From an optimization exercise on the open Yosys and OpenROAD flow, aimed at small area, a short achievable clock period and few clock cycles per item; shortcuts taken in it are not production practice. The RTL was checked by simulation tests, not by an equivalence proof against the original design. No activity file was given, so power comes from the tool's default toggle rates.

== tundra ==
==> flow/design.v (excerpt) <==
module single_prec_mult
  (
    input  wire        clk,
    input  wire        reset,
    input  wire        start,
    input  wire [31:0] a,
    input  wire [31:0] b,
    output wire [31:0] product,
    output reg         mult_done
  );
For scale: roughly 1800 cells after synthesis, about 100 I/O pins.
==> flow/config.mk <==
export PLATFORM = sky130hd
export DESIGN_NAME = single_prec_mult
export DESIGN_NICKNAME = single_prec_mult
export VERILOG_FILES = /design/flow/design.v
export SDC_FILE = /design/flow/constraint.sdc
export NUM_CORES = 4
export LEC_CHECK = 0
export ABC_AREA = 1
export CAP_MARGIN = 20
export CORE_MARGIN = 2
export CORE_UTILIZATION = 70
export PLACE_DENSITY = 0.8
export SETUP_SLACK_MARGIN = 0.1
export SLEW_MARGIN = 20
==> flow/constraint.sdc <==
create_clock -name core_clock -period 5.0 [get_ports {clk}]
set_input_delay 1.0000 -clock core_clock [delete_from_list [all_inputs] [get_ports {clk}]]
set_output_delay 1.0000 -clock core_clock [all_outputs]
set_load 0.01 [all_outputs]
standard.sh (not shown) runs the stock make flow with config.mk's settings and CLKGATE_MAP_FILE= SYNTH_SCRIPT=/design/flow/synth_recipe.tcl, a recipe that flattens the netlist after the stock synthesis.
==> flow/flow/run.sh <==
#!/bin/bash
# Standard layout with two changes:
#  - the port buffers are buf_2 cells rather than the resizer's default pick
#    (a slow delay buffer);
#  - after the standard synthesis, polarity.py flips full adders (which are
#    self-dual) to remove inverters between them; registers are untouched.
set -euo pipefail
export BUFFER_PORTS_ARGS="-buffer_cell sky130_fd_sc_hd__buf_2"
R="$PWD/orfs/results/$FLOW_PLATFORM/single_prec_mult/base"
bash standard.sh "$R/1_2_yosys.v" > synth.log 2>&1
python3 flow/polarity.py "$R/1_2_yosys.v" "$R/1_2_yosys.pol.v" > polarity.log 2>&1
cp "$R/1_2_yosys.v" "$R/1_2_yosys.std.v"
mv "$R/1_2_yosys.pol.v" "$R/1_2_yosys.v"
bash standard.sh > standard.log 2>&1
==> flow/flow/polarity.py <==
#!/usr/bin/env python3
"""Remove inverters around full adders in a mapped sky130 netlist.

A full adder is self-dual: FA(~a,~b,~c) = (~sum, ~cout).  So a full adder may be
replaced by the same cell fed with the complements of its inputs, its outputs then
carrying the complements.  This picks, by local search, which full adders to flip
so that fewest signals need an inverted copy, and rebuilds the inverters: one
inverter per signal whose inverted copy some load still needs.  Everything else
in the netlist (registers included) is kept as it is.

usage: polarity.py IN.v OUT.v
"""
import re, sys, collections

src = open(sys.argv[1]).read()
m = re.search(r'^(module .*?;\n)(.*)^endmodule', src, re.S | re.M)
head, body = m.group(1), m.group(2)
inst_re = re.compile(r'^\s*(sky130_fd_sc_hd__\w+)\s+(\S+)\s*\((.*?)\);\n', re.S | re.M)
decls = []
cells = []
pos = 0
for mm in inst_re.finditer(body):
    pre = body[pos:mm.start()]
    decls.append(pre)
    pins = [(p, n.strip()) for p, n in re.findall(r'\.(\w+)\(([^()]*)\)', mm.group(3))]
    cells.append([mm.group(1), mm.group(2), pins])
    pos = mm.end()
tail = body[pos:]
decl_txt = ''.join(decls)
assert 'assign' not in decl_txt and 'assign' not in tail, 'assign statements not handled'

OUTPINS = {'X', 'Y', 'Q', 'Q_N', 'SUM', 'COUT', 'HI', 'LO'}
def is_inv(t):
    return re.match(r'sky130_fd_sc_hd__(clk)?inv_\d+$', t) is not None
def is_fa(t):
    return re.match(r'sky130_fd_sc_hd__fa_\d+$', t) is not None

ports_out = set()
for mm in re.finditer(r'^\s*output\s+(\[(\d+):(\d+)\]\s+)?(\S+);', head + decl_txt, re.M):
    name = mm.group(4)
    if mm.group(1):
        hi, lo = int(mm.group(2)), int(mm.group(3))
        for i in range(min(hi, lo), max(hi, lo) + 1):
            ports_out.add('%s[%d]' % (name, i))
    else:
        ports_out.add(name)

driver = {}
for ci, (t, n, pins) in enumerate(cells):
    for p, net in pins:
        if p in OUTPINS:
            driver[net] = (ci, p)
invs = set(ci for ci, c in enumerate(cells) if is_inv(c[0]))
fas = [ci for ci, c in enumerate(cells) if is_fa(c[0])]

def base_of(net):
    par = 0
    seen = 0
    while net in driver and driver[net][0] in invs:
        ci = driver[net][0]
        net = dict(cells[ci][2])['A']
        par ^= 1
        seen += 1
        assert seen < 100
    return net, par

# loads: every input pin of a non-inverter cell, plus output ports driven through inverters
loads = []   # (cell index or None, pin, base, parity)
for ci, (t, n, pins) in enumerate(cells):
    if ci in invs:
        continue
    for pi, (p, net) in enumerate(pins):
        if p in OUTPINS:
            continue
        if net.startswith("1'") or net == '':
            continue
        b, par = base_of(net)
        loads.append((ci, pi, b, par))
# output ports driven by inverters need a load entry too
port_loads = []
for net in ports_out:
    if net in driver and driver[net][0] in invs:
        b, par = base_of(net)
        port_loads.append((net, b, par))

fixed = set()
for ci in fas:
    for p, net in cells[ci][2]:
        if p in ('SUM', 'COUT') and net in ports_out:
            fixed.add(ci)
fa_set = set(fas)
flip = collections.defaultdict(int)

by_base = collections.defaultdict(list)
for L in loads:
    by_base[L[2]].append(L)
for net, b, par in port_loads:
    by_base[b].append((None, net, b, par))
cell_bases = collections.defaultdict(set)   # bases touching an FA (as load or driver)
for b, Ls in by_base.items():
    for L in Ls:
        if L[0] is not None and L[0] in fa_set:
            cell_bases[L[0]].add(b)
    if b in driver and driver[b][0] in fa_set:
        cell_bases[driver[b][0]].add(b)

def need_inv(b):
    d = flip[driver[b][0]] if b in driver and driver[b][0] in fa_set else 0
    for ci, pi, bb, par in by_base[b]:
        f = flip[ci] if ci is not None and ci in fa_set else 0
        if par ^ f ^ d:
            return 1
    return 0

def cost_around(ci):
    return sum(need_inv(b) for b in cell_bases[ci])

before = sum(need_inv(b) for b in by_base)
changed = True
passes = 0
while changed and passes < 50:
    changed = False
    passes += 1
    for ci in fas:
        if ci in fixed:
            continue
        c0 = cost_around(ci)
        flip[ci] ^= 1
        c1 = cost_around(ci)
        if c1 < c0:
            changed = True
        else:
            flip[ci] ^= 1
# simulated annealing from the greedy result (deterministic seed)
import random, math
rng = random.Random(1)
cur = sum(need_inv(b) for b in by_base)
best = cur; best_flip = dict(flip)
free = [c for c in fas if c not in fixed]
T = 2.0
for it in range(200000):
    ci = free[rng.randrange(len(free))]
    c0 = cost_around(ci)
    flip[ci] ^= 1
    c1 = cost_around(ci)
    dlt = c1 - c0
    if dlt <= 0 or rng.random() < math.exp(-dlt / T):
        cur += dlt
        if cur < best:
            best = cur; best_flip = dict(flip)
    else:
        flip[ci] ^= 1
    T = max(0.05, 2.0 * (1 - it / 150000.0))
flip = collections.defaultdict(int, best_flip)
after = sum(need_inv(b) for b in by_base)

# rebuild
newcells = []
inv_net = {}
extra_wires = []
cnt = [0]
def inverted(b):
    if b not in inv_net:
        cnt[0] += 1
        nn = '_pol_n%d_' % cnt[0]
        extra_wires.append(nn)
        inv_net[b] = nn
        newcells.append(['sky130_fd_sc_hd__inv_1', '_pol_i%d_' % cnt[0], [('A', b), ('Y', nn)]])
    return inv_net[b]
load_map = {}
for b, Ls in by_base.items():
    d = flip[driver[b][0]] if b in driver and driver[b][0] in fa_set else 0
    for ci, pi, bb, par in Ls:
        f = flip[ci] if ci is not None and ci in fa_set else 0
        want_inv = par ^ f ^ d
        load_map[(ci, pi)] = inverted(b) if want_inv else b
out_cells = []
port_assign = []
for ci, (t, n, pins) in enumerate(cells):
    if ci in invs:
        continue
    newpins = []
    for pi, (p, net) in enumerate(pins):
        if (ci, pi) in load_map:
            net = load_map[(ci, pi)]
        newpins.append((p, net))
    out_cells.append([t, n, newpins])
# output ports that were driven by inverters: drive them with a buffer-free inverter or direct
for (ci, net), nn in ((k, v) for k, v in load_map.items() if k[0] is None):
    pass
for net, b, par in port_loads:
    d = flip[driver[b][0]] if b in driver and driver[b][0] in fa_set else 0
    if par ^ d:
        cnt[0] += 1
        out_cells.append(['sky130_fd_sc_hd__inv_1', '_pol_o%d_' % cnt[0], [('A', b), ('Y', net)]])
    else:
        cnt[0] += 1
        out_cells.append(['sky130_fd_sc_hd__buf_1', '_pol_o%d_' % cnt[0], [('A', b), ('X', net)]])
out_cells.extend(newcells)

# drop declarations of nets no longer used? keep them (dangling wires are harmless)
o = [head, decl_txt]
for w in extra_wires:
    o.append('  wire %s;\n' % w)
for t, n, pins in out_cells:
    o.append('  %s %s (\n%s\n  );\n' % (t, n, ',\n'.join('    .%s(%s%s)' % (p, net, ' ' if net.startswith('\\') else '') for p, net in pins)))
o.append(tail)
o.append('endmodule\n')
open(sys.argv[2], 'w').write(''.join(o) + src[m.end():])
sys.stderr.write('polarity: %d FAs, %d flipped, inverters %d -> %d (old inverter cells %d), %d passes\n'
                 % (len(fas), sum(flip[c] for c in fas), before, after, len(invs), passes))
tundra closes out successfully: all stages finished, all timing, DRC and antenna checks passed.
Testbench counts of tundra, summed over its fixed seeds: cycles 2,048, items 2,048.
### tundra -> yarrow
-- flow/flow/run.sh --
<<< tundra, line 5
#  - after the standard synthesis, polarity.py flips full adders (which are
#    self-dual) to remove inverters between them; registers are untouched.
set -euo pipefail
>>> yarrow, line 5
#  - after the standard synthesis, polarity.py flips full adders (which are
#    self-dual) and swaps XOR/XNOR gates to remove inverters around them;
#    registers are untouched.
set -euo pipefail
-- flow/flow/polarity.py --
<<< tundra, line 1
#!/usr/bin/env python3
"""Remove inverters around full adders in a mapped sky130 netlist.

>>> yarrow, line 1
#!/usr/bin/env python3
"""Remove inverters around full adders and XOR gates in a mapped sky130 netlist.

<<< tundra, line 5
replaced by the same cell fed with the complements of its inputs, its outputs then
carrying the complements.  This picks, by local search, which full adders to flip
so that fewest signals need an inverted copy, and rebuilds the inverters: one
inverter per signal whose inverted copy some load still needs.  Everything else
>>> yarrow, line 5
replaced by the same cell fed with the complements of its inputs, its outputs then
carrying the complements.  A 2-input XOR absorbs an inversion of any input or of
its output by becoming an XNOR (and the other way round).  This picks, by local
search, which full adders to flip so that fewest signals need an inverted copy, and rebuilds the inverters: one
inverter per signal whose inverted copy some load still needs.  Everything else
<<< tundra, line 34
    return re.match(r'sky130_fd_sc_hd__(clk)?inv_\d+$', t) is not None
def is_fa(t):
>>> yarrow, line 35
    return re.match(r'sky130_fd_sc_hd__(clk)?inv_\d+$', t) is not None
def is_xor(t):
    return re.match(r'sky130_fd_sc_hd__x(n)?or2_\d+$', t) is not None
def xor_swap(t):
    return t.replace('__xor2_', '__XNOR2_').replace('__xnor2_', '__xor2_').replace('__XNOR2_', '__xnor2_')
def is_fa(t):
<<< tundra, line 54
fas = [ci for ci, c in enumerate(cells) if is_fa(c[0])]

>>> yarrow, line 59
fas = [ci for ci, c in enumerate(cells) if is_fa(c[0])]
xors = set(ci for ci, c in enumerate(cells) if is_xor(c[0]))

<<< tundra, line 103
            cell_bases[L[0]].add(b)
    if b in driver and driver[b][0] in fa_set:
>>> yarrow, line 109
            cell_bases[L[0]].add(b)
            # an FA output feeding an xor: the xor's output base is unaffected
    if b in driver and driver[b][0] in fa_set:
<<< tundra, line 106

def need_inv(b):
    d = flip[driver[b][0]] if b in driver and driver[b][0] in fa_set else 0
    for ci, pi, bb, par in by_base[b]:
        f = flip[ci] if ci is not None and ci in fa_set else 0
        if par ^ f ^ d:
            return 1
    return 0

>>> yarrow, line 113

def wants(b):
    w = set()
    for ci, pi, bb, par in by_base[b]:
        if ci is not None and ci in xors:
            continue
        f = flip[ci] if ci is not None and ci in fa_set else 0
        w.add(par ^ f)
    return w

def out_pol(b):
    # polarity of the physical net b relative to its original value
    if b in driver:
        dc = driver[b][0]
        if dc in fa_set:
            return flip[dc]
        if dc in xors:
            w = wants(b)
            return min(w) if len(w) == 1 else 0
    return 0

def need_inv(b):
    w = wants(b)
    if b in driver and driver[b][0] in xors:
        return 1 if len(w) > 1 else 0
    d = out_pol(b)
    return 1 if any(x != d for x in w) else 0

<<< tundra, line 170
load_map = {}
for b, Ls in by_base.items():
    d = flip[driver[b][0]] if b in driver and driver[b][0] in fa_set else 0
    for ci, pi, bb, par in Ls:
        f = flip[ci] if ci is not None and ci in fa_set else 0
>>> yarrow, line 196
load_map = {}
xor_fix = collections.defaultdict(int)   # parity of input corrections per xor cell
for b, Ls in by_base.items():
    d = out_pol(b)
    for ci, pi, bb, par in Ls:
        if ci is not None and ci in xors:
            load_map[(ci, pi)] = b
            xor_fix[ci] ^= par ^ d
            continue
        f = flip[ci] if ci is not None and ci in fa_set else 0
<<< tundra, line 176
        load_map[(ci, pi)] = inverted(b) if want_inv else b
out_cells = []
>>> yarrow, line 207
        load_map[(ci, pi)] = inverted(b) if want_inv else b
for ci in xors:
    onet = [net for p, net in cells[ci][2] if p in OUTPINS][0]
    if xor_fix[ci] ^ out_pol(onet):
        cells[ci][0] = xor_swap(cells[ci][0])
        newout = 'Y' if '__xnor2_' in cells[ci][0] else 'X'
        cells[ci][2] = [((newout if p in ('X', 'Y') else p), net) for p, net in cells[ci][2]]
out_cells = []
<<< tundra, line 191
for net, b, par in port_loads:
    d = flip[driver[b][0]] if b in driver and driver[b][0] in fa_set else 0
    if par ^ d:
>>> yarrow, line 228
for net, b, par in port_loads:
    d = out_pol(b)
    if par ^ d:
[summary]
Compared to tundra, the routing of yarrow uses less wire. tundra ended up with xor2_1 as its most common library cell in the layout ignoring fill and taps; yarrow ended up with o22ai_1. Looking at timing startpoint of the critical path, the b[1] result is from yarrow; the mant_pipe.cut_q[32]$_DFFE_PP_ one comes from tundra. Wire length of the first global-routing pass, tundra and yarrow: larger value in tundra. yarrow ends up with lower synthesized cell count than tundra does.
Input changes introduced in onyx (baseline for comparison: yarrow):
-- flow/flow/run.sh --
<<< yarrow, line 9
export BUFFER_PORTS_ARGS="-buffer_cell sky130_fd_sc_hd__buf_2"
R="$PWD/orfs/results/$FLOW_PLATFORM/single_prec_mult/base"
>>> onyx, line 9
export BUFFER_PORTS_ARGS="-buffer_cell sky130_fd_sc_hd__buf_2"
export RECOVER_POWER=100
R="$PWD/orfs/results/$FLOW_PLATFORM/single_prec_mult/base"
==> run notes <==
onyx finished all stages; layout check result: FAIL, due to max-capacitance violations, max-slew violations. Diff onyx..yarrow | cell count | negligible. onyx has biggest fanout along the worst timing path below what yarrow had. onyx vs. yarrow: via count neither gained nor lost much, area growth from synthesis to layout lost 0.41 points, highest achievable clock rate lost 2.4%. Between onyx and yarrow, the post-route worst setup slack is higher for yarrow. Status: clock network contribution to total cell area parity (onyx, yarrow).

* * *

single_prec_mult again, from the RTL that the note above started with.
==> flow/config.mk <==
export PLATFORM = sky130hd
export DESIGN_NAME = single_prec_mult
export DESIGN_NICKNAME = single_prec_mult
export VERILOG_FILES = /design/flow/design.v
export SDC_FILE = /design/flow/constraint.sdc
export NUM_CORES = 4
export LEC_CHECK = 0
export ABC_AREA = 1
export CAP_MARGIN = 20
export CORE_MARGIN = 2
export CORE_UTILIZATION = 76
export PLACE_DENSITY = 0.86
export SETUP_SLACK_MARGIN = 0.1
export SLEW_MARGIN = 20
==> flow/constraint.sdc <==
create_clock -name core_clock -period 5.0 [get_ports {clk}]
set_input_delay 1.0000 -clock core_clock [delete_from_list [all_inputs] [get_ports {clk}]]
set_output_delay 1.0000 -clock core_clock [all_outputs]
set_load 0.01 [all_outputs]
==> flow/flow/run.sh <==
#!/bin/bash
# Standard layout with two changes:
#  - the port buffers are buf_2 cells rather than the resizer's default pick
#    (a slow delay buffer);
#  - after the standard synthesis, polarity.py flips full adders (which are
#    self-dual) to remove inverters between them; registers are untouched.
set -euo pipefail
export BUFFER_PORTS_ARGS="-buffer_cell sky130_fd_sc_hd__buf_2"
R="$PWD/orfs/results/$FLOW_PLATFORM/single_prec_mult/base"
bash standard.sh "$R/1_2_yosys.v" > synth.log 2>&1
python3 flow/polarity.py "$R/1_2_yosys.v" "$R/1_2_yosys.pol.v" > polarity.log 2>&1
cp "$R/1_2_yosys.v" "$R/1_2_yosys.std.v"
mv "$R/1_2_yosys.pol.v" "$R/1_2_yosys.v"
bash standard.sh > standard.log 2>&1
==> flow/flow/polarity.py <==
#!/usr/bin/env python3
"""Remove inverters around full adders in a mapped sky130 netlist.

A full adder is self-dual: FA(~a,~b,~c) = (~sum, ~cout).  So a full adder may be
replaced by the same cell fed with the complements of its inputs, its outputs then
carrying the complements.  This picks, by local search, which full adders to flip
so that fewest signals need an inverted copy, and rebuilds the inverters: one
inverter per signal whose inverted copy some load still needs.  Everything else
in the netlist (registers included) is kept as it is.

usage: polarity.py IN.v OUT.v
"""
import re, sys, collections

src = open(sys.argv[1]).read()
m = re.search(r'^(module .*?;\n)(.*)^endmodule', src, re.S | re.M)
head, body = m.group(1), m.group(2)
inst_re = re.compile(r'^\s*(sky130_fd_sc_hd__\w+)\s+(\S+)\s*\((.*?)\);\n', re.S | re.M)
decls = []
cells = []
pos = 0
for mm in inst_re.finditer(body):
    pre = body[pos:mm.start()]
    decls.append(pre)
    pins = [(p, n.strip()) for p, n in re.findall(r'\.(\w+)\(([^()]*)\)', mm.group(3))]
    cells.append([mm.group(1), mm.group(2), pins])
    pos = mm.end()
tail = body[pos:]
decl_txt = ''.join(decls)
assert 'assign' not in decl_txt and 'assign' not in tail, 'assign statements not handled'

OUTPINS = {'X', 'Y', 'Q', 'Q_N', 'SUM', 'COUT', 'HI', 'LO'}
def is_inv(t):
    return re.match(r'sky130_fd_sc_hd__(clk)?inv_\d+$', t) is not None
def is_fa(t):
    return re.match(r'sky130_fd_sc_hd__fa_\d+$', t) is not None

ports_out = set()
for mm in re.finditer(r'^\s*output\s+(\[(\d+):(\d+)\]\s+)?(\S+);', head + decl_txt, re.M):
    name = mm.group(4)
    if mm.group(1):
        hi, lo = int(mm.group(2)), int(mm.group(3))
        for i in range(min(hi, lo), max(hi, lo) + 1):
            ports_out.add('%s[%d]' % (name, i))
    else:
        ports_out.add(name)

driver = {}
for ci, (t, n, pins) in enumerate(cells):
    for p, net in pins:
        if p in OUTPINS:
            driver[net] = (ci, p)
invs = set(ci for ci, c in enumerate(cells) if is_inv(c[0]))
fas = [ci for ci, c in enumerate(cells) if is_fa(c[0])]

def base_of(net):
    par = 0
    seen = 0
    while net in driver and driver[net][0] in invs:
        ci = driver[net][0]
        net = dict(cells[ci][2])['A']
        par ^= 1
        seen += 1
        assert seen < 100
    return net, par

# loads: every input pin of a non-inverter cell, plus output ports driven through inverters
loads = []   # (cell index or None, pin, base, parity)
for ci, (t, n, pins) in enumerate(cells):
    if ci in invs:
        continue
    for pi, (p, net) in enumerate(pins):
        if p in OUTPINS:
            continue
        if net.startswith("1'") or net == '':
            continue
        b, par = base_of(net)
        loads.append((ci, pi, b, par))
# output ports driven by inverters need a load entry too
port_loads = []
for net in ports_out:
    if net in driver and driver[net][0] in invs:
        b, par = base_of(net)
        port_loads.append((net, b, par))

fixed = set()
for ci in fas:
    for p, net in cells[ci][2]:
        if p in ('SUM', 'COUT') and net in ports_out:
            fixed.add(ci)
fa_set = set(fas)
flip = collections.defaultdict(int)

by_base = collections.defaultdict(list)
for L in loads:
    by_base[L[2]].append(L)
for net, b, par in port_loads:
    by_base[b].append((None, net, b, par))
cell_bases = collections.defaultdict(set)   # bases touching an FA (as load or driver)
for b, Ls in by_base.items():
    for L in Ls:
        if L[0] is not None and L[0] in fa_set:
            cell_bases[L[0]].add(b)
    if b in driver and driver[b][0] in fa_set:
        cell_bases[driver[b][0]].add(b)

def need_inv(b):
    d = flip[driver[b][0]] if b in driver and driver[b][0] in fa_set else 0
    for ci, pi, bb, par in by_base[b]:
        f = flip[ci] if ci is not None and ci in fa_set else 0
        if par ^ f ^ d:
            return 1
    return 0

def cost_around(ci):
    return sum(need_inv(b) for b in cell_bases[ci])

before = sum(need_inv(b) for b in by_base)
changed = True
passes = 0
while changed and passes < 50:
    changed = False
    passes += 1
    for ci in fas:
        if ci in fixed:
            continue
        c0 = cost_around(ci)
        flip[ci] ^= 1
        c1 = cost_around(ci)
        if c1 < c0:
            changed = True
        else:
            flip[ci] ^= 1
# simulated annealing from the greedy result (deterministic seed)
import random, math
rng = random.Random(1)
cur = sum(need_inv(b) for b in by_base)
best = cur; best_flip = dict(flip)
free = [c for c in fas if c not in fixed]
T = 2.0
for it in range(200000):
    ci = free[rng.randrange(len(free))]
    c0 = cost_around(ci)
    flip[ci] ^= 1
    c1 = cost_around(ci)
    dlt = c1 - c0
    if dlt <= 0 or rng.random() < math.exp(-dlt / T):
        cur += dlt
        if cur < best:
            best = cur; best_flip = dict(flip)
    else:
        flip[ci] ^= 1
    T = max(0.05, 2.0 * (1 - it / 150000.0))
flip = collections.defaultdict(int, best_flip)
after = sum(need_inv(b) for b in by_base)

# rebuild
newcells = []
inv_net = {}
extra_wires = []
cnt = [0]
def inverted(b):
    if b not in inv_net:
        cnt[0] += 1
        nn = '_pol_n%d_' % cnt[0]
        extra_wires.append(nn)
        inv_net[b] = nn
        newcells.append(['sky130_fd_sc_hd__inv_1', '_pol_i%d_' % cnt[0], [('A', b), ('Y', nn)]])
    return inv_net[b]
load_map = {}
for b, Ls in by_base.items():
    d = flip[driver[b][0]] if b in driver and driver[b][0] in fa_set else 0
    for ci, pi, bb, par in Ls:
        f = flip[ci] if ci is not None and ci in fa_set else 0
        want_inv = par ^ f ^ d
        load_map[(ci, pi)] = inverted(b) if want_inv else b
out_cells = []
port_assign = []
for ci, (t, n, pins) in enumerate(cells):
    if ci in invs:
        continue
    newpins = []
    for pi, (p, net) in enumerate(pins):
        if (ci, pi) in load_map:
            net = load_map[(ci, pi)]
        newpins.append((p, net))
    out_cells.append([t, n, newpins])
# output ports that were driven by inverters: drive them with a buffer-free inverter or direct
for (ci, net), nn in ((k, v) for k, v in load_map.items() if k[0] is None):
    pass
for net, b, par in port_loads:
    d = flip[driver[b][0]] if b in driver and driver[b][0] in fa_set else 0
    if par ^ d:
        cnt[0] += 1
        out_cells.append(['sky130_fd_sc_hd__inv_1', '_pol_o%d_' % cnt[0], [('A', b), ('Y', net)]])
    else:
        cnt[0] += 1
        out_cells.append(['sky130_fd_sc_hd__buf_1', '_pol_o%d_' % cnt[0], [('A', b), ('X', net)]])
out_cells.extend(newcells)

# drop declarations of nets no longer used? keep them (dangling wires are harmless)
o = [head, decl_txt]
for w in extra_wires:
    o.append('  wire %s;\n' % w)
for t, n, pins in out_cells:
    o.append('  %s %s (\n%s\n  );\n' % (t, n, ',\n'.join('    .%s(%s%s)' % (p, net, ' ' if net.startswith('\\') else '') for p, net in pins)))
o.append(tail)
o.append('endmodule\n')
open(sys.argv[2], 'w').write(''.join(o) + src[m.end():])
sys.stderr.write('polarity: %d FAs, %d flipped, inverters %d -> %d (old inverter cells %d), %d passes\n'
                 % (len(fas), sum(flip[c] for c in fas), before, after, len(invs), passes))
Testbench counts at the start, summed over its fixed seeds: cycles 2,048, items 2,048.
Next try:
--- a/flow/flow/run.sh
+++ b/flow/flow/run.sh
@@ -5,3 +5,4 @@
 #  - after the standard synthesis, polarity.py flips full adders (which are
-#    self-dual) to remove inverters between them; registers are untouched.
+#    self-dual) and swaps XOR/XNOR gates to remove inverters around them;
+#    registers are untouched.
 set -euo pipefail
--- a/flow/flow/polarity.py
+++ b/flow/flow/polarity.py
@@ -1,3 +1,3 @@
 #!/usr/bin/env python3
-"""Remove inverters around full adders in a mapped sky130 netlist.
+"""Remove inverters around full adders and XOR gates in a mapped sky130 netlist.
 
@@ -5,4 +5,5 @@
 replaced by the same cell fed with the complements of its inputs, its outputs then
-carrying the complements.  This picks, by local search, which full adders to flip
-so that fewest signals need an inverted copy, and rebuilds the inverters: one
+carrying the complements.  A 2-input XOR absorbs an inversion of any input or of
+its output by becoming an XNOR (and the other way round).  This picks, by local
+search, which full adders to flip so that fewest signals need an inverted copy, and rebuilds the inverters: one
 inverter per signal whose inverted copy some load still needs.  Everything else
@@ -34,2 +35,6 @@
     return re.match(r'sky130_fd_sc_hd__(clk)?inv_\d+$', t) is not None
+def is_xor(t):
+    return re.match(r'sky130_fd_sc_hd__x(n)?or2_\d+$', t) is not None
+def xor_swap(t):
+    return t.replace('__xor2_', '__XNOR2_').replace('__xnor2_', '__xor2_').replace('__XNOR2_', '__xnor2_')
 def is_fa(t):
@@ -54,2 +59,3 @@
 fas = [ci for ci, c in enumerate(cells) if is_fa(c[0])]
+xors = set(ci for ci, c in enumerate(cells) if is_xor(c[0]))
 
@@ -103,2 +109,3 @@
             cell_bases[L[0]].add(b)
+            # an FA output feeding an xor: the xor's output base is unaffected
     if b in driver and driver[b][0] in fa_set:
@@ -106,9 +113,28 @@
 
+def wants(b):
+    w = set()
+    for ci, pi, bb, par in by_base[b]:
+        if ci is not None and ci in xors:
+            continue
+        f = flip[ci] if ci is not None and ci in fa_set else 0
+        w.add(par ^ f)
+    return w
+
+def out_pol(b):
+    # polarity of the physical net b relative to its original value
+    if b in driver:
+        dc = driver[b][0]
+        if dc in fa_set:
+            return flip[dc]
+        if dc in xors:
+            w = wants(b)
+            return min(w) if len(w) == 1 else 0
+    return 0
+
 def need_inv(b):
-    d = flip[driver[b][0]] if b in driver and driver[b][0] in fa_set else 0
-    for ci, pi, bb, par in by_base[b]:
-        f = flip[ci] if ci is not None and ci in fa_set else 0
-        if par ^ f ^ d:
-            return 1
-    return 0
+    w = wants(b)
+    if b in driver and driver[b][0] in xors:
+        return 1 if len(w) > 1 else 0
+    d = out_pol(b)
+    return 1 if any(x != d for x in w) else 0
 
@@ -170,5 +196,10 @@
 load_map = {}
+xor_fix = collections.defaultdict(int)   # parity of input corrections per xor cell
 for b, Ls in by_base.items():
-    d = flip[driver[b][0]] if b in driver and driver[b][0] in fa_set else 0
+    d = out_pol(b)
     for ci, pi, bb, par in Ls:
+        if ci is not None and ci in xors:
+            load_map[(ci, pi)] = b
+            xor_fix[ci] ^= par ^ d
+            continue
         f = flip[ci] if ci is not None and ci in fa_set else 0
@@ -176,2 +207,8 @@
         load_map[(ci, pi)] = inverted(b) if want_inv else b
+for ci in xors:
+    onet = [net for p, net in cells[ci][2] if p in OUTPINS][0]
+    if xor_fix[ci] ^ out_pol(onet):
+        cells[ci][0] = xor_swap(cells[ci][0])
+        newout = 'Y' if '__xnor2_' in cells[ci][0] else 'X'
+        cells[ci][2] = [((newout if p in ('X', 'Y') else p), net) for p, net in cells[ci][2]]
 out_cells = []
@@ -191,3 +228,3 @@
 for net, b, par in port_loads:
-    d = flip[driver[b][0]] if b in driver and driver[b][0] in fa_set else 0
+    d = out_pol(b)
     if par ^ d:
CORE_UTILIZATION = 70   (was 76)
CTS_BUF_LIST = sky130_fd_sc_hd__clkbuf_4 sky130_fd_sc_hd__clkbuf_8   (was default)
PLACE_DENSITY = 0.8   (was 0.86)
Result:
- count of clock-buffer cells in the layout shrinks by 1
- utilization shrinks by 7.6 points
- clock power shrinks by 34%
- combinational power shrinks by about 4%
- maximum frequency grows by 0.41%
- synthesized area shrinks by 1.9%
- via count shrinks by 4.9%
- die area grows by 6.4%
- final area shrinks by 2.3%
- worst hold slack is worse by 0.021 ns
Next try:
--- a/flow/flow/run.sh
+++ b/flow/flow/run.sh
@@ -5,4 +5,3 @@
 #  - after the standard synthesis, polarity.py flips full adders (which are
-#    self-dual) and swaps XOR/XNOR gates to remove inverters around them;
-#    registers are untouched.
+#    self-dual) to remove inverters between them; registers are untouched.
 set -euo pipefail
--- a/flow/flow/polarity.py
+++ b/flow/flow/polarity.py
@@ -1,3 +1,3 @@
 #!/usr/bin/env python3
-"""Remove inverters around full adders and XOR gates in a mapped sky130 netlist.
+"""Remove inverters around full adders in a mapped sky130 netlist.
 
@@ -5,5 +5,4 @@
 replaced by the same cell fed with the complements of its inputs, its outputs then
-carrying the complements.  A 2-input XOR absorbs an inversion of any input or of
-its output by becoming an XNOR (and the other way round).  This picks, by local
-search, which full adders to flip so that fewest signals need an inverted copy, and rebuilds the inverters: one
+carrying the complements.  This picks, by local search, which full adders to flip
+so that fewest signals need an inverted copy, and rebuilds the inverters: one
 inverter per signal whose inverted copy some load still needs.  Everything else
@@ -35,6 +34,2 @@
     return re.match(r'sky130_fd_sc_hd__(clk)?inv_\d+$', t) is not None
-def is_xor(t):
-    return re.match(r'sky130_fd_sc_hd__x(n)?or2_\d+$', t) is not None
-def xor_swap(t):
-    return t.replace('__xor2_', '__XNOR2_').replace('__xnor2_', '__xor2_').replace('__XNOR2_', '__xnor2_')
 def is_fa(t):
@@ -59,3 +54,2 @@
 fas = [ci for ci, c in enumerate(cells) if is_fa(c[0])]
-xors = set(ci for ci, c in enumerate(cells) if is_xor(c[0]))
 
@@ -109,3 +103,2 @@
             cell_bases[L[0]].add(b)
-            # an FA output feeding an xor: the xor's output base is unaffected
     if b in driver and driver[b][0] in fa_set:
@@ -113,28 +106,9 @@
 
-def wants(b):
-    w = set()
+def need_inv(b):
+    d = flip[driver[b][0]] if b in driver and driver[b][0] in fa_set else 0
     for ci, pi, bb, par in by_base[b]:
-        if ci is not None and ci in xors:
-            continue
         f = flip[ci] if ci is not None and ci in fa_set else 0
-        w.add(par ^ f)
-    return w
-
-def out_pol(b):
-    # polarity of the physical net b relative to its original value
-    if b in driver:
-        dc = driver[b][0]
-        if dc in fa_set:
-            return flip[dc]
-        if dc in xors:
-            w = wants(b)
-            return min(w) if len(w) == 1 else 0
+        if par ^ f ^ d:
+            return 1
     return 0
-
-def need_inv(b):
-    w = wants(b)
-    if b in driver and driver[b][0] in xors:
-        return 1 if len(w) > 1 else 0
-    d = out_pol(b)
-    return 1 if any(x != d for x in w) else 0
 
@@ -196,10 +170,5 @@
 load_map = {}
-xor_fix = collections.defaultdict(int)   # parity of input corrections per xor cell
 for b, Ls in by_base.items():
-    d = out_pol(b)
+    d = flip[driver[b][0]] if b in driver and driver[b][0] in fa_set else 0
     for ci, pi, bb, par in Ls:
-        if ci is not None and ci in xors:
-            load_map[(ci, pi)] = b
-            xor_fix[ci] ^= par ^ d
-            continue
         f = flip[ci] if ci is not None and ci in fa_set else 0
@@ -207,8 +176,2 @@
         load_map[(ci, pi)] = inverted(b) if want_inv else b
-for ci in xors:
-    onet = [net for p, net in cells[ci][2] if p in OUTPINS][0]
-    if xor_fix[ci] ^ out_pol(onet):
-        cells[ci][0] = xor_swap(cells[ci][0])
-        newout = 'Y' if '__xnor2_' in cells[ci][0] else 'X'
-        cells[ci][2] = [((newout if p in ('X', 'Y') else p), net) for p, net in cells[ci][2]]
 out_cells = []
@@ -228,3 +191,3 @@
 for net, b, par in port_loads:
-    d = out_pol(b)
+    d = flip[driver[b][0]] if b in driver and driver[b][0] in fa_set else 0
     if par ^ d:
CAP_MARGIN = 10   (was 20)
CTS_BUF_LIST = default   (was sky130_fd_sc_hd__clkbuf_4 sky130_fd_sc_hd__clkbuf_8)
SETUP_SLACK_MARGIN = 0.0   (was 0.1)
SLEW_MARGIN = 10   (was 20)
Effect:
- worst hold slack is better by 0.031 ns
- sequential share of layout area came out lower by 0.35 points
- clock power came out higher by about 47%
- non-clock buffer count came out lower by 1
- cell area came out higher by about 2.5%
Next try:
--- a/flow/flow/run.sh
+++ b/flow/flow/run.sh
@@ -5,3 +5,4 @@
 #  - after the standard synthesis, polarity.py flips full adders (which are
-#    self-dual) to remove inverters between them; registers are untouched.
+#    self-dual) and swaps XOR/XNOR gates to remove inverters around them;
+#    registers are untouched.
 set -euo pipefail
--- a/flow/flow/polarity.py
+++ b/flow/flow/polarity.py
@@ -1,3 +1,3 @@
 #!/usr/bin/env python3
-"""Remove inverters around full adders in a mapped sky130 netlist.
+"""Remove inverters around full adders and XOR gates in a mapped sky130 netlist.
 
@@ -5,4 +5,5 @@
 replaced by the same cell fed with the complements of its inputs, its outputs then
-carrying the complements.  This picks, by local search, which full adders to flip
-so that fewest signals need an inverted copy, and rebuilds the inverters: one
+carrying the complements.  A 2-input XOR absorbs an inversion of any input or of
+its output by becoming an XNOR (and the other way round).  This picks, by local
+search, which full adders to flip so that fewest signals need an inverted copy, and rebuilds the inverters: one
 inverter per signal whose inverted copy some load still needs.  Everything else
@@ -34,2 +35,6 @@
     return re.match(r'sky130_fd_sc_hd__(clk)?inv_\d+$', t) is not None
+def is_xor(t):
+    return re.match(r'sky130_fd_sc_hd__x(n)?or2_\d+$', t) is not None
+def xor_swap(t):
+    return t.replace('__xor2_', '__XNOR2_').replace('__xnor2_', '__xor2_').replace('__XNOR2_', '__xnor2_')
 def is_fa(t):
@@ -54,2 +59,3 @@
 fas = [ci for ci, c in enumerate(cells) if is_fa(c[0])]
+xors = set(ci for ci, c in enumerate(cells) if is_xor(c[0]))
 
@@ -103,2 +109,3 @@
             cell_bases[L[0]].add(b)
+            # an FA output feeding an xor: the xor's output base is unaffected
     if b in driver and driver[b][0] in fa_set:
@@ -106,9 +113,28 @@
 
+def wants(b):
+    w = set()
+    for ci, pi, bb, par in by_base[b]:
+        if ci is not None and ci in xors:
+            continue
+        f = flip[ci] if ci is not None and ci in fa_set else 0
+        w.add(par ^ f)
+    return w
+
+def out_pol(b):
+    # polarity of the physical net b relative to its original value
+    if b in driver:
+        dc = driver[b][0]
+        if dc in fa_set:
+            return flip[dc]
+        if dc in xors:
+            w = wants(b)
+            return min(w) if len(w) == 1 else 0
+    return 0
+
 def need_inv(b):
-    d = flip[driver[b][0]] if b in driver and driver[b][0] in fa_set else 0
-    for ci, pi, bb, par in by_base[b]:
-        f = flip[ci] if ci is not None and ci in fa_set else 0
-        if par ^ f ^ d:
-            return 1
-    return 0
+    w = wants(b)
+    if b in driver and driver[b][0] in xors:
+        return 1 if len(w) > 1 else 0
+    d = out_pol(b)
+    return 1 if any(x != d for x in w) else 0
 
@@ -170,5 +196,10 @@
 load_map = {}
+xor_fix = collections.defaultdict(int)   # parity of input corrections per xor cell
 for b, Ls in by_base.items():
-    d = flip[driver[b][0]] if b in driver and driver[b][0] in fa_set else 0
+    d = out_pol(b)
     for ci, pi, bb, par in Ls:
+        if ci is not None and ci in xors:
+            load_map[(ci, pi)] = b
+            xor_fix[ci] ^= par ^ d
+            continue
         f = flip[ci] if ci is not None and ci in fa_set else 0
@@ -176,2 +207,8 @@
         load_map[(ci, pi)] = inverted(b) if want_inv else b
+for ci in xors:
+    onet = [net for p, net in cells[ci][2] if p in OUTPINS][0]
+    if xor_fix[ci] ^ out_pol(onet):
+        cells[ci][0] = xor_swap(cells[ci][0])
+        newout = 'Y' if '__xnor2_' in cells[ci][0] else 'X'
+        cells[ci][2] = [((newout if p in ('X', 'Y') else p), net) for p, net in cells[ci][2]]
 out_cells = []
@@ -191,3 +228,3 @@
 for net, b, par in port_loads:
-    d = flip[driver[b][0]] if b in driver and driver[b][0] in fa_set else 0
+    d = out_pol(b)
     if par ^ d:
CAP_MARGIN = 20   (was 10)
CTS_BUF_LIST = sky130_fd_sc_hd__clkbuf_8   (was default)
SETUP_SLACK_MARGIN = 0.1   (was 0.0)
SLEW_MARGIN = 20   (was 10)
Effect: Fmax drops by 1.3%; die area drops by 1.8%; cell count shrinks by 3.8%; utilization decreases by 1.2 points.
Next try:
--- a/flow/flow/run.sh
+++ b/flow/flow/run.sh
@@ -2,3 +2,3 @@
 # Standard layout with two changes:
-#  - the port buffers are buf_2 cells rather than the resizer's default pick
+#  - the port buffers are buf_4 cells rather than the resizer's default pick
 #    (a slow delay buffer);
@@ -8,3 +8,3 @@
 set -euo pipefail
-export BUFFER_PORTS_ARGS="-buffer_cell sky130_fd_sc_hd__buf_2"
+export BUFFER_PORTS_ARGS="-buffer_cell sky130_fd_sc_hd__buf_4"
 R="$PWD/orfs/results/$FLOW_PLATFORM/single_prec_mult/base"
CTS_BUF_LIST = sky130_fd_sc_hd__clkbuf_4 sky130_fd_sc_hd__clkbuf_8   (was sky130_fd_sc_hd__clkbuf_8)
The changed run completed with no timing, DRC or antenna violations; cell count is about the same; worst hold slack is better by 0.0035 ns; worst setup slack is better by 0.013 ns; total power climbs by 2.7%; wire length drops by 0.87%.

[port drivers added, routing unchanged]
How much do the figures lean on ideal ports? The routed layouts below were timed once more, with nothing changed but the port constraints.
Step 1 sets driving cells, clkbuf_16 on the clock port and buf_2 on the other inputs (assumed; they add their load-dependent delay and slew).
Step 2 also shifts input and output timing later by t, the mid clock arrival at the registers, as if the neighbouring blocks saw the same clock.
Slacks: ideal / step 1 / step 2; pairs: ideal / step 1.
| run | shift t [ns] | setup WS [ns] | worst hold slack (ns) | clock arrival spread, ns | worst slew at a driven data input, ns |
|---|---|---|---|---|---|
| tundra | 0.413 | 0.365 / 0.317 / 0.008 | 0.447 / 0.423 / 0.476 | 0.009 / 0.008 | 0.09 |
| yarrow | 0.404 | 0.334 / 0.303 / -0.053 | 0.471 / 0.456 / 0.471 | 0.016 / 0.016 | 0.08 |
| onyx | 0.404 | 0.218 / 0.211 / -0.161 | 0.475 / 0.455 / 0.475 | 0.017 / 0.017 | 0.07 |
| the first run of note 2 | 0.409 | 0.282 / 0.233 / -0.074 | 0.457 / 0.431 / 0.490 | 0.018 / 0.018 | 0.07 |
| the second run of note 2 | 0.437 | 0.301 / 0.258 / -0.048 | 0.436 / 0.415 / 0.478 | 0.026 / 0.026 | 0.08 |
| the third run of note 2 | 0.409 | 0.365 / 0.318 / -0.015 | 0.467 / 0.439 / 0.473 | 0.008 / 0.008 | 0.07 |
| the fourth run of note 2 | 0.437 | 0.301 / 0.258 / -0.048 | 0.436 / 0.415 / 0.478 | 0.026 / 0.026 | 0.08 |
| the fifth run of note 2 | 0.440 | 0.315 / 0.274 / 0.093 | 0.439 / 0.437 / 0.488 | 0.021 / 0.021 | 0.06 |
The setup slack of yarrow, which loses most, moves by -0.031 ns with the drivers and by -0.387 ns with both steps.
